From an optimization exercise on the open Yosys and OpenROAD flow, aimed at small area, a short achievable clock period and few clock cycles; shortcuts taken in it are not production practice.
RTL that was checked went through simulation tests only; none was proved equivalent to the original.
No activity file was given, so power comes from the tool's default toggle rates.

==> flow/design.v <==
module adder(
    input  [31:0] a,
    input  [31:0] b,
    input         cin,
    output [31:0] sum,
    output        cout
);
    wire [31:0] p = a ^ b;
    wire [31:0] g = a & b;
    wire [31:0] g0 = {g[31:1], g[0] | (p[0] & cin)};
    wire [31:0] g1, p1, g2, p2, g3, p3, g4, p4, g5, p5;
    sklansky_level #(0) l0(.gi(g0), .pi(p),  .go(g1), .po(p1));
    sklansky_level #(1) l1(.gi(g1), .pi(p1), .go(g2), .po(p2));
    sklansky_level #(2) l2(.gi(g2), .pi(p2), .go(g3), .po(p3));
    sklansky_level #(3) l3(.gi(g3), .pi(p3), .go(g4), .po(p4));
    sklansky_level #(4) l4(.gi(g4), .pi(p4), .go(g5), .po(p5));
    assign sum  = p ^ {g5[30:0], cin};
    assign cout = g5[31];
endmodule
module sklansky_level #(parameter L = 0) (
    input  [31:0] gi,
    input  [31:0] pi,
    output [31:0] go,
    output [31:0] po
);
    genvar i;
    generate
        for (i = 0; i < 32; i = i + 1) begin : bt
            if ((i >> L) & 1) begin : comb
                localparam integer J = ((i >> L) << L) - 1;
                assign go[i] = gi[i] | (pi[i] & gi[J]);
                assign po[i] = pi[i] & pi[J];
            end else begin : pass
                assign go[i] = gi[i];
                assign po[i] = pi[i];
            end
        end
    endgenerate
endmodule
module alu(
    input clk,
    input rst,
    input start,
    input [31:0] A,
    input [31:0] B,
    input [2:0] ALUop,
    output reg [31:0] Result,
    output reg done
);
    reg        busy;    
    reg        a_lt_b;   
    reg  [4:0] cnt;     
    reg        abit;    
    wire mod_start = start & (ALUop == 3'd7) & ~busy;
    wire        xsel  = ~busy | a_lt_b;
    wire [31:0] x     = xsel ? A : {Result[30:0], abit};
    wire [31:0] sum, add_sum;
    wire        carry, add_cout;              
    adder sub0(.a(x), .b(~B), .cin(1'b1), .sum(sum), .cout(carry));
    adder add0(.a(A), .b(B),  .cin(1'b0), .sum(add_sum), .cout(add_cout));
    wire        ge    = (Result[31] | carry) & ~a_lt_b;
    wire [31:0] bm;
    genvar k;
    generate
        for (k = 0; k < 32; k = k + 1) begin : smear
            assign bm[k] = |B[31:k];
        end
    endgenerate
    wire lt4  = &(~A[31:4]  | bm[28:1]);
    wire lt8  = &(~A[31:8]  | bm[24:1]);
    wire lt12 = &(~A[31:12] | bm[20:1]);
    wire lt16 = &(~A[31:16] | bm[16:1]);
    reg [31:0] r0;
    reg [4:0]  j0;
    reg        a0;
    always @(*) begin
        if (lt4)       begin r0 = {4'd0,  A[31:4]};  j0 = 5'd3;  a0 = A[3];  end
        else if (lt8)  begin r0 = {8'd0,  A[31:8]};  j0 = 5'd7;  a0 = A[7];  end
        else if (lt12) begin r0 = {12'd0, A[31:12]}; j0 = 5'd11; a0 = A[11]; end
        else if (lt16) begin r0 = {16'd0, A[31:16]}; j0 = 5'd15; a0 = A[15]; end
        else           begin r0 = 32'd0;             j0 = 5'd31; a0 = A[31]; end
    end
    wire        last = a_lt_b | (cnt == 5'd0);
    wire [4:0]  cnt_m1 = cnt - 5'd1;
    wire       use_add = ~busy & (ALUop == 3'd5);
    wire       use_sum = busy ? ge : (ALUop == 3'd6);
    reg [31:0] other;
    always @(*) begin
        if (busy)
            other = x;
        else case (ALUop)
            3'd0: other = A & B;
            3'd1: other = A | B;
            3'd2: other = A ^ B;
            3'd3: other = ~(A | B);
            3'd4: other = {31'd0, ~carry};
            default: other = r0;
        endcase
    end
    wire [31:0] res_next = use_sum ? sum : use_add ? add_sum : other;
    always @(posedge clk) begin
        Result <= res_next;
        if (busy) begin
            cnt  <= cnt_m1;
            abit <= A[cnt_m1];
        end else begin
            cnt  <= j0;
            abit <= a0;
            a_lt_b <= ~carry;
        end
        if (rst) begin
            busy <= 1'b0;
            done <= 1'b0;
        end else begin
            done <= busy & last;
            if (mod_start)
                busy <= 1'b1;
            else if (busy & last)
                busy <= 1'b0;
        end
    end
endmodule
Settings: LEC_CHECK=0, CAP_MARGIN=20, CORE_MARGIN=2, CORE_UTILIZATION=40, SLEW_MARGIN=20; clock period 18.0 ns.
standard.sh (not shown) runs the stock make flow with config.mk's settings and CLKGATE_MAP_FILE= SYNTH_SCRIPT=/design/flow/synth_recipe.tcl, a recipe that flattens the netlist after the stock synthesis.
==> flow/flow/run.sh <==
#!/bin/bash
# The standard ORFS layout with two changes in how it is made (the clock
# period and all constraints stay those of the design):
#  - every port still gets a buffer, but a plain buf_1 instead of the
#    larger delay buffer buffer_ports picks by itself; the resizer upsizes
#    the ones on critical paths;
#  - repair_timing is asked to leave extra setup slack, so that it shortens
#    the paths that the 18 ns clock never pressures.
set -euo pipefail
bash standard.sh "BUFFER_PORTS_ARGS=-buffer_cell sky130_fd_sc_hd__buf_1" \
    SETUP_SLACK_MARGIN=11.5 finish > standard_flow.log 2>&1
==> next run, changes <==
--- a/flow/design.v
+++ b/flow/design.v
@@ -53,10 +53,11 @@
     reg        abit;    
     wire mod_start = start & (ALUop == 3'd7) & ~busy;
+    wire        inv   = busy | ~ALUop[0] | ALUop[1];
     wire        xsel  = ~busy | a_lt_b;
     wire [31:0] x     = xsel ? A : {Result[30:0], abit};
-    wire [31:0] sum, add_sum;
-    wire        carry, add_cout;              
-    adder sub0(.a(x), .b(~B), .cin(1'b1), .sum(sum), .cout(carry));
-    adder add0(.a(A), .b(B),  .cin(1'b0), .sum(add_sum), .cout(add_cout));
+    wire [31:0] y     = inv ? ~B : B;
+    wire [31:0] sum;
+    wire        carry;                    
+    adder add0(.a(x), .b(y), .cin(inv), .sum(sum), .cout(carry));
     wire        ge    = (Result[31] | carry) & ~a_lt_b;
     wire [31:0] bm;
@@ -83,20 +84,19 @@
     wire        last = a_lt_b | (cnt == 5'd0);
     wire [4:0]  cnt_m1 = cnt - 5'd1;
-    wire       use_add = ~busy & (ALUop == 3'd5);
-    wire       use_sum = busy ? ge : (ALUop == 3'd6);
-    reg [31:0] other;
+    reg [31:0] res_next;
     always @(*) begin
         if (busy)
-            other = x;
+            res_next = ge ? sum : x;
         else case (ALUop)
-            3'd0: other = A & B;
-            3'd1: other = A | B;
-            3'd2: other = A ^ B;
-            3'd3: other = ~(A | B);
-            3'd4: other = {31'd0, ~carry};
-            default: other = r0;
+            3'd0: res_next = A & B;
+            3'd1: res_next = A | B;
+            3'd2: res_next = A ^ B;
+            3'd3: res_next = ~(A | B);
+            3'd4: res_next = {31'd0, ~carry};
+            3'd5: res_next = sum;
+            3'd6: res_next = sum;
+            default: res_next = r0;
         endcase
     end
-    wire [31:0] res_next = use_sum ? sum : use_add ? add_sum : other;
     always @(posedge clk) begin
         Result <= res_next;
Worst hold slack improves by 0.0037 ns.
Synthesized area shrinks by 8.1%.
Sequential power is about the same.
Combinational power increases by 28%.
Core utilization came out higher by 2.0 points.
Cell area went down by 3.7%.
Wire length came out lower by 6.8%.
Die area is lower by 7.9%.
Cell count shrinks by 12%.
Register-to-register slack improved by 0.86 ns.
Total power grows by 20%.
Clock-buffer cell count fell by 1.
Testbench counts after the change, summed over its fixed seeds: cycles 4,341.
Function not checked in the first run of this note: the RTL went through the layout flow alone.

what the ideal ports hide:
The flow's constraints put no driver on any port. The routed layouts listed below were extracted and timed again, unchanged, in two steps.
Step 1: set_driving_cell puts a clkbuf_16 on clk and a buf_2 on each other input, an assumption about the parent block.
Step 2 times the ports against the registers' clock, not the clock port: input delays grow and output delays shrink by t, the midpoint of the rising clock arrivals with the driver on.
Three values: ideal, step 1, step 2; two values: the first two.
| run | t, ns | setup slack, ns | slew at the worst register clock pin (ns) | cell pins on the clock port's net |
|---|---|---|---|---|
| the first run | 0.350 | 11.496 / 11.520 / 11.170 | 0.07 / 0.07 | 1 |
| the second run | 0.336 | 11.219 / 11.219 / 10.883 | 0.07 / 0.07 | 1 |
After both steps setup and hold are still met in every run listed. For the second run, which loses most, drivers alone change the setup slack by 0.000 ns; drivers and shift together by -0.336 ns.
